Context: an optimization exercise on an open-source flow, tuned for small area and a short achievable clock period. The choices shown serve that exercise and are no tape-out recipe.
In this exercise RTL edits were held to simulation tests only and were not proved equivalent to the original.
No activity file was given, so power comes from the tool's default toggle rates.

==> flow/design.v <==
package switch_defs;
	localparam PTR_W = $clog2(4);
	localparam PKT_W = 2*4 + 8;
	typedef struct packed {
		logic [4-1:0]  source;
		logic [4-1:0]  target;
		logic [8-1:0] data;
	} packet_t;
endpackage
import switch_defs::*;
module sync_fifo (
	clk,
	rst_n,
	push,
	pop,
	data_in,
	data_out,
	full,
	empty
);
	input  wire          clk;
	input  wire          rst_n;
	input  wire          push;
	input  wire          pop;
	input  wire [switch_defs::PKT_W-1:0] data_in;
	output wire [switch_defs::PKT_W-1:0] data_out;
	output wire          full;
	output wire          empty;
	parameter DEPTH = 16;
	localparam ADDR_W = $clog2(DEPTH);
	reg [switch_defs::PKT_W-1:0] mem [0:DEPTH-1];
	reg [ADDR_W-1:0]     wr_ptr;
	reg [ADDR_W-1:0]     rd_ptr;
	reg [ADDR_W:0]       count;  
	assign full  = (count == DEPTH);
	assign empty = (count == 0);
	assign data_out = mem[rd_ptr];
	always_ff @(posedge clk or negedge rst_n) begin
		if (!rst_n) begin
			wr_ptr <= 0;
			rd_ptr <= 0;
			count  <= 0;
		end else begin
			if (push && !full) begin
				mem[wr_ptr] <= data_in;
				wr_ptr      <= wr_ptr + 1'b1;
			end
			if (pop && !empty) begin
				rd_ptr <= rd_ptr + 1'b1;
			end
			if (push && !full && !(pop && !empty)) begin
				count <= count + 1;
			end
			else if (pop && !empty && !(push && !full)) begin
				count <= count - 1;
			end
		end
	end
endmodule
import switch_defs::*;
module rx_port (
	clk,
	rst_n,
	valid_in,
	pkt_in,
	grant_vec,
	pkt_out,
	pkt_valid,
	req_out
	);
	input  wire                     clk;
	input  wire                     rst_n;
	input  wire                     valid_in;   
	input  wire [switch_defs::PKT_W-1:0]            pkt_in;     
	input  wire [4-1:0]    grant_vec;  
	output wire [switch_defs::PKT_W-1:0]            pkt_out;    
	output reg                      pkt_valid;  
	output wire [4-1:0]    req_out;    
	localparam [0:0] ST_FRESH   = 1'b0;
	localparam [0:0] ST_PARTIAL = 1'b1;
	wire                  push;
	wire                  full;
	wire                  empty;
	logic		   	      pop;
	reg                   current_state;
	reg                   next_state;
	reg [4-1:0]  pending_mask;   
	reg [4-1:0]  targets_to_check;
	reg [4-1:0]  remaining_needs;
	reg                   all_serviced;
	sync_fifo #(.DEPTH(4*4)) rx_fifo (
		.clk      (clk),
		.rst_n    (rst_n),
		.push     (push),
		.pop      (pop),
		.data_in  (pkt_in),
		.data_out (pkt_out),
		.full     (full),
		.empty    (empty)
	);
	assign push = valid_in && !full;
	assign req_out = targets_to_check;
	always_comb begin
		if (current_state == ST_PARTIAL) begin
			targets_to_check = pending_mask;
		end else begin
			targets_to_check = empty ? {4{1'b0}} : pkt_out[8 +: 4]; 
		end
		remaining_needs = targets_to_check & ~grant_vec;
		all_serviced    = (remaining_needs == {4{1'b0}});
	end
	always_ff @(posedge clk or negedge rst_n) begin
		if (!rst_n) 
			current_state <= ST_FRESH;
		else 
			current_state <= next_state;
	end
	always_comb begin
		next_state = current_state; 
		case (current_state)
			ST_FRESH: begin
				if (!empty && !all_serviced) begin
					next_state = ST_PARTIAL;
				end
			end
			ST_PARTIAL: begin
				if (all_serviced) begin
					next_state = ST_FRESH;
				end
			end
		endcase
	end
	always_comb begin
		pop       = 1'b0;
		pkt_valid = 1'b0;
		case (current_state)
			ST_FRESH: begin
				if (!empty) begin
					pkt_valid = 1'b1;
					if (all_serviced) begin
						pop = 1'b1;
					end
				end
			end
			ST_PARTIAL: begin
				pkt_valid = 1'b1;
				if (all_serviced) begin
					pop = 1'b1;
				end
			end
		endcase
	end
	always_ff @(posedge clk or negedge rst_n) begin
		if (!rst_n) begin
			pending_mask <= {4{1'b0}};
		end else begin
			if (current_state == ST_FRESH && !empty && !all_serviced) begin
				pending_mask <= remaining_needs;
			end 
			else if (current_state == ST_PARTIAL && !all_serviced) begin
				pending_mask <= remaining_needs;
			end 
			else if (all_serviced) begin
				pending_mask <= {4{1'b0}};
			end
		end
	end
endmodule
import switch_defs::*;
module tx_port (
	clk,
	rst_n,
	rx_pkts,
	rx_valids,
	rx_reqs,
	grants,
	valid_out,
	pkt_out
);
	input  wire                     	 clk;
	input  wire                     	 rst_n;
	input  wire [4*switch_defs::PKT_W-1:0] rx_pkts;     
	input  wire     [4-1:0]     rx_valids;   
	input  wire     [4-1:0]     rx_reqs;     
	output reg      [4-1:0]     grants;      
	output reg                      	 valid_out;   
	output reg  [switch_defs::PKT_W-1:0]         pkt_out;     
	parameter PORT_ID = 0;
	wire [4-1:0] requests;       
	reg [switch_defs::PTR_W-1:0]       rr_ptr;         
	reg [switch_defs::PTR_W-1:0]       winner_idx;     
	reg                   winner_found;   
	genvar i;                            
	always_comb begin
		winner_found = |requests; 
		if (winner_found) begin
			winner_idx = find_next_grant(requests, rr_ptr);
		end else begin
			winner_idx = '0;
		end
	end
	always_comb begin
		grants = '0;
		if (winner_found) begin
			grants[winner_idx] = 1'b1;
		end
	end
	always_ff @(posedge clk or negedge rst_n) begin
		if (!rst_n) begin
			valid_out <= 1'b0;
			pkt_out   <= '0;
			rr_ptr    <= '0;
		end else begin
			valid_out <= 1'b0;
			if (winner_found) begin
				if (winner_idx == PORT_ID[switch_defs::PTR_W-1:0]) begin
					valid_out <= 1'b0;  
				end else begin
					valid_out <= 1'b1;  
				end
				pkt_out   <= rx_pkts[winner_idx*switch_defs::PKT_W +: switch_defs::PKT_W];
				rr_ptr    <= (winner_idx + 1'b1) % 4;
			end
		end
	end
	generate
		for (i = 0; i < 4; i++) begin : GEN_REQS
			assign requests[i] = rx_valids[i] && rx_reqs[i];
		end
	endgenerate
	function automatic reg [switch_defs::PTR_W-1:0] find_next_grant(
		input reg [4-1:0] reqs,
		input reg [switch_defs::PTR_W-1:0]     ptr
	);
		reg [switch_defs::PTR_W-1:0] idx;
		reg                          found;
		integer j;
		find_next_grant = ptr;
		found           = 1'b0;
		for (j = 0; j < 4; j++) begin
			idx = (ptr + j[switch_defs::PTR_W-1:0]) % 4;
			if (reqs[idx] && !found) begin
				find_next_grant = idx;
				found           = 1'b1;
			end
		end
	endfunction
endmodule
import switch_defs::*;
module switch_4port(
	input  logic       clk,
	input  logic       rst_n,
	input  logic       port0_valid_in,
	input  logic [3:0] port0_source_in,
	input  logic [3:0] port0_target_in,
	input  logic [7:0] port0_data_in,
	output logic       port0_valid_out,
	output logic [3:0] port0_source_out,
	output logic [3:0] port0_target_out,
	output logic [7:0] port0_data_out,
	input  logic       port1_valid_in,
	input  logic [3:0] port1_source_in,
	input  logic [3:0] port1_target_in,
	input  logic [7:0] port1_data_in,
	output logic       port1_valid_out,
	output logic [3:0] port1_source_out,
	output logic [3:0] port1_target_out,
	output logic [7:0] port1_data_out,
	input  logic       port2_valid_in,
	input  logic [3:0] port2_source_in,
	input  logic [3:0] port2_target_in,
	input  logic [7:0] port2_data_in,
	output logic       port2_valid_out,
	output logic [3:0] port2_source_out,
	output logic [3:0] port2_target_out,
	output logic [7:0] port2_data_out,
	input  logic       port3_valid_in,
	input  logic [3:0] port3_source_in,
	input  logic [3:0] port3_target_in,
	input  logic [7:0] port3_data_in,
	output logic       port3_valid_out,
	output logic [3:0] port3_source_out,
	output logic [3:0] port3_target_out,
	output logic [7:0] port3_data_out
);
	localparam NUM_PORTS = 4;
	wire [NUM_PORTS*switch_defs::PKT_W-1:0] rx_pkt_in_structs; 
	wire [NUM_PORTS*switch_defs::PKT_W-1:0] tx_pkt_out_structs;
	wire     [NUM_PORTS-1:0] rx_valids_in;
	wire     [NUM_PORTS-1:0] tx_valids_out;
	assign rx_pkt_in_structs[0*switch_defs::PKT_W +: switch_defs::PKT_W] = {port0_source_in, port0_target_in, port0_data_in};
	assign rx_pkt_in_structs[1*switch_defs::PKT_W +: switch_defs::PKT_W] = {port1_source_in, port1_target_in, port1_data_in};
	assign rx_pkt_in_structs[2*switch_defs::PKT_W +: switch_defs::PKT_W] = {port2_source_in, port2_target_in, port2_data_in};
	assign rx_pkt_in_structs[3*switch_defs::PKT_W +: switch_defs::PKT_W] = {port3_source_in, port3_target_in, port3_data_in};
	assign rx_valids_in[0] = port0_valid_in;
	assign rx_valids_in[1] = port1_valid_in;
	assign rx_valids_in[2] = port2_valid_in;
	assign rx_valids_in[3] = port3_valid_in;
	assign {port0_source_out, port0_target_out, port0_data_out} = tx_pkt_out_structs[0*switch_defs::PKT_W +: switch_defs::PKT_W];
	assign {port1_source_out, port1_target_out, port1_data_out} = tx_pkt_out_structs[1*switch_defs::PKT_W +: switch_defs::PKT_W];
	assign {port2_source_out, port2_target_out, port2_data_out} = tx_pkt_out_structs[2*switch_defs::PKT_W +: switch_defs::PKT_W];
	assign {port3_source_out, port3_target_out, port3_data_out} = tx_pkt_out_structs[3*switch_defs::PKT_W +: switch_defs::PKT_W];
	assign port0_valid_out = tx_valids_out[0];
	assign port1_valid_out = tx_valids_out[1];
	assign port2_valid_out = tx_valids_out[2];
	assign port3_valid_out = tx_valids_out[3];
	wire [NUM_PORTS*switch_defs::PKT_W-1:0] matrix_pkts;      
	wire     [NUM_PORTS-1:0] matrix_valids;    
	wire     [NUM_PORTS-1:0] matrix_reqs   [NUM_PORTS-1:0];
	wire     [NUM_PORTS-1:0] matrix_grants [NUM_PORTS-1:0];
	genvar i;
	generate
		for (i = 0; i < NUM_PORTS; i++) begin : PORTS
			logic [NUM_PORTS-1:0] my_grant_vec;
			logic [NUM_PORTS-1:0] my_req_vec;
			always_comb begin
				for (int j = 0; j < NUM_PORTS; j++) begin
					my_grant_vec[j] = matrix_grants[j][i];
					my_req_vec[j]   = matrix_reqs[j][i];
				end
			end
			rx_port rx_inst (
				.clk(clk), .rst_n(rst_n),
				.valid_in(rx_valids_in[i]), 
				.pkt_in(rx_pkt_in_structs[i*switch_defs::PKT_W +: switch_defs::PKT_W]),
				.pkt_out(matrix_pkts[i*switch_defs::PKT_W +: switch_defs::PKT_W]), 
				.pkt_valid(matrix_valids[i]), 
				.req_out(matrix_reqs[i]),
				.grant_vec(my_grant_vec)
			);
			tx_port #(.PORT_ID(i)) tx_inst (
				.clk(clk), .rst_n(rst_n),
				.rx_pkts(matrix_pkts), 
				.rx_valids(matrix_valids),
				.rx_reqs(my_req_vec),
				.grants(matrix_grants[i]), 
				.valid_out(tx_valids_out[i]), 
				.pkt_out(tx_pkt_out_structs[i*switch_defs::PKT_W +: switch_defs::PKT_W])
			);
		end
	endgenerate
endmodule
==> flow/run.sh <==
#!/bin/bash
# synth_recipe.tcl (not shown) runs the flow's synth.tcl, then flattens the netlist and writes it again
# the make line also repeats each setting of config.mk as NAME=value (left out here)
make -C /OpenROAD-flow-scripts/flow DESIGN_CONFIG=/design/flow/config.mk WORK_HOME=/design/flow/orfs CLKGATE_MAP_FILE= SYNTH_SCRIPT=/design/flow/synth_recipe.tcl finish
==> flow/config.mk <==
export PLATFORM = sky130hd
export DESIGN_NAME = switch_4port
export DESIGN_NICKNAME = switch_4port
export VERILOG_FILES = /design/flow/design.v
export SDC_FILE = /design/flow/constraint.sdc
export NUM_CORES = 4
export LEC_CHECK = 0
export CAP_MARGIN = 20
export CORE_MARGIN = 2
export CORE_UTILIZATION = 40
export SLEW_MARGIN = 20
==> flow/constraint.sdc <==
create_clock -name core_clock -period 5.5 [get_ports {clk}]
set_input_delay 1.1000 -clock core_clock [delete_from_list [all_inputs] [get_ports {clk}]]
set_output_delay 1.1000 -clock core_clock [all_outputs]
set_load 0.01 [all_outputs]
==> impl_metrics.toml <==
[final_layout]
fillerInstances = 10310
drive_gt1_frac = 0.1560
multi_input_area_sq_mm = 0.01299
area.sequential_sq_mm = 0.03446
layout_common_cells = "edfxtp_1 (1024), buf_4 (197), nor2_1 (191)"
layout_commonest_cell = "edfxtp_1"
nets = 3615
syn_to_final_growth_pct = 17.49

[worst_setup_path]
crit_required_ns = 6.10
cp.arrival_ns = 5.91
cpPeakStageDelay_ns = 0.68
crit_type = "reg2reg"
critPathMaxFanout = 28
worstSetupStartpointType = "flop"
end_kind = "flop"
crit_slowest_cell = "a31oi_1"

[route]
wirelength_um = 147500
drtIter0Drc = 3943
viasPerCell = 5.953
dr.pass1.iters = 7
post_drt_wl_per_cell_um = 28.42
drc = 0
postRouteAntennaNets = 0
vias = 30900

[global_routing]
antenna_found_initial = 5
grt_max_degree = 50
grt_pass1_wl_um = 212500
overflow = 0
first_global_vias = 29680
globalRouteTotalUtil = 0.2365

[die]
dieArea_sq_mm = 0.1237
die_width_um = 351.7
initial_utilization = 0.4030
io_pins = 138
dieHeight_um = 351.7
rows = 127
core_area_sq_mm = 0.1200

[synth]
synth_xor_area_frac = 0.007971
avgSynthCellArea_sq_um = 15.10
synth.yosys.seq_area_share = 0.7127
synth_compound_area_frac = 0.1246
synth_edf_count = 1024
yosysUniqueCellTypes = 103
synthSimpleGateAreaFrac = 0.06970
ys_ff_latch = 1172
synth_top_family_by_area = "compound AO/OA/AOI/OAI gates"
ys.flop_type = "edfxtp_1"
synth_nets = 3344
synthMuxAreaShare = 0.04226
async_flop_share = 0.1263
postSynthCellCount = 3202
synth_area_sq_mm = 0.04834
synth-adder-area-share = 0.01926
ys_warn_count = 8

[sta]
tightest_slew_ns = 1.086
setup_violations = 0
hold_viol = 0
rsz0062_at_grt = "no"
relSlewSlack = 0.2703
tns_ns = 0
max_freq_mhz = 188.3
clock_skew_ns = 0.05277
slew_viol_final = 0
min_period_ns = 5.311
period_share = 0.9657

[clock_network]
cts_buffers = 119
cts_setup_buffers = 0
postCtsHoldBufs = 0
cts_buffer_depth = 3
worstSkewPairLatency_ns = 0.73
clkTransAtPathRegs_ns = 0.07
htree_levels = 3
cts_sinks = 1172
cts_tree = "built"
root_buffer = "clkbuf_16"

[status]
status = "finished clean"

[place]
dp_hpwl_um = 94430
port_buffers = 137
place_congestion = 0.9031

[power_and_ir_drop]
p_leak_nw = 19.44
totalPowerFinal_mw = 38.83
power_density_mw_per_mm2 = 683.7
vdd_drop_max_mv = 0.5980

[flow_run]
cap_viol_max_count = 0

[hold_path]
hold_class = "in2async"
Yosys cell counts (19+ instances only):
cell / instances / area share
a32oi_1: 25 / 0.0045
mux2i_1: 140 / 0.029
buf_1: 26 / 0.0020
a31oi_1: 34 / 0.0044
nor3_1: 29 / 0.0030
a211oi_1: 29 / 0.0045
and2_1: 35 / 0.0045
a222oi_1: 51 / 0.011
a22o_1: 57 / 0.010
inv_1: 48 / 0.0037
xnor2_1: 37 / 0.0067
buf_2: 56 / 0.0058
dfrtp_1: 148 / 0.077
nand4_1: 23 / 0.0030
and3_1: 40 / 0.0052
nor2_1: 229 / 0.018
a22oi_1: 141 / 0.022
o2bb2ai_1: 24 / 0.0043
nor2b_1: 23 / 0.0030
mux2_2: 27 / 0.0063
edfxtp_1: 1024 / 0.64
nand2b_1: 21 / 0.0027
clkbuf_1: 86 / 0.0067
a221oi_1: 63 / 0.011
nand3_1: 71 / 0.0074
a21oi_1: 101 / 0.010
ha_1: 68 / 0.018
nand2_1: 158 / 0.012
a41oi_1: 19 / 0.0034
o21ai_0: 75 / 0.0078
layout make-up:
cell class | count | area share
clock buffers | 153 | 0.05736
repair buffers | 341 | 0.05272
diodes | 2 | 0.00008812
multi-input cells | 1781 | 0.2288
clock inverters | 72 | 0.01485
inverters | 58 | 0.003965
well taps | 1612 | 0.03551
flip-flops and latches | 1172 | 0.6067
worst max-delay path, delay by kind of cell, from the launching register on:
family,cells,cell delay (ns)
AOI/OAI and AO/OA,9,2.09
and+or+nand+nor,4,0.39
buffers and inverters,6,1.03
DFF,1,0.41
xor gates and xnor gates,2,0.26
adders and majority gates,4,0.98
registers in the layout, indices dropped and copies added (netlist names):
signal,cells
PORTS.rx_inst.rx_fifo.count,20
PORTS.rx_inst.pending_mask,16
PORTS.tx_inst.rr_ptr,8
PORTS.tx_inst.valid_out,4
PORTS.rx_inst.rx_fifo.wr_ptr,16
PORTS.rx_inst.current_state,4
PORTS.tx_inst.pkt_out,64
PORTS.rx_inst.rx_fifo.mem,1024
PORTS.rx_inst.rx_fifo.rd_ptr,16
routing by layer:
metal / track usage / part of all wire / up-vias
li1: - / - / 13280
met1: 0.3373 / 0.42 / 15820
met2: 0.3596 / 0.45 / 1555
met3: 0.05258 / 0.10 / 245
met4: 0.07684 / 0.031 / 4
met5: 0 / 0.00014 / -
cell families after synthesis:
family	after synthesis
AND/OR/NAND/NOR	690
flip-flops	1172
multiplexers	186
buffers and inverters	249
AO/OA/AOI/OAI	789
XOR/XNOR	44
adder cells (fa/ha/maj)	72
where the power goes:
group          internal (mW)  switching, mW  leakage [nW]
sequential              10.8           1.18          11.0
clock                   4.94           3.50          1.99
combinational           6.98           11.4          6.49
path summary, 6_finish.rpt:
kind,from,end,slack [ns],depth (start not counted)
max,PORTS[3].rx_inst.rx_fifo.rd_ptr[0]$_DFFE_PN0P_,PORTS[0].rx_inst.rx_fifo.count[4]$_DFFE_PN0P_,0.19,25
min,rst_n,PORTS[0].rx_inst.rx_fifo.wr_ptr[2]$_DFFE_PN0P_,0.33,1
max reg2reg,PORTS[3].rx_inst.rx_fifo.rd_ptr[0]$_DFFE_PN0P_,PORTS[0].rx_inst.rx_fifo.count[4]$_DFFE_PN0P_,0.19,25
min reg2reg,PORTS[3].rx_inst.rx_fifo.count[4]$_DFFE_PN0P_,PORTS[3].rx_inst.rx_fifo.count[4]$_DFFE_PN0P_,0.49,1
max in group asynchronous,rst_n,PORTS[1].rx_inst.rx_fifo.rd_ptr[3]$_DFFE_PN0P_,4.04,2
min in group core_clock,PORTS[3].rx_inst.rx_fifo.count[4]$_DFFE_PN0P_,PORTS[3].rx_inst.rx_fifo.count[4]$_DFFE_PN0P_,0.49,1
through the flow:
step	instance area, sq um	cells	setup WS [ns]	hold slack [ns]	util
final	56800	5191	0.1889	0.3339	0.4734
after global routing	56790	5190	0.008471	0.3262	0.4734
after CTS	56730	5188	0.02381	0.3120	0.4729
after detailed placement	52630	4963	0.06002	0.4823	0.4387
after global placement	52630	4963	0.2152	0.4740	0.4387
after floorplan	48340	3202	0.5743	0.4546	-
repair_timing:
action	in CTS	in global routing
setup endpoints to repair	0	8
hold endpoints to repair	0	0
resized for setup	0	14

static timing again, ports no longer ideal:
How much do the figures lean on ideal ports? The routed layout below was timed once more, with nothing changed but the port constraints. Step 1, drivers: a clkbuf_16 drives clk and a buf_2 each remaining input, both assumed. Step 2 times the ports against the registers' clock, not the clock port: input delays grow and output delays shrink by t, the midpoint of the rising clock arrivals with the driver on. Three values: ideal, step 1, step 2; two values: the first two.
t, ns: 0.776
slack for setup (ns): 0.189 / 0.189 / 0.189
latest minus earliest clock arrival (ns): 0.053 / 0.053
After both steps this run still meets setup and hold. The setup slack of this run moves by 0.000 ns with the drivers and by 0.000 ns with both steps.
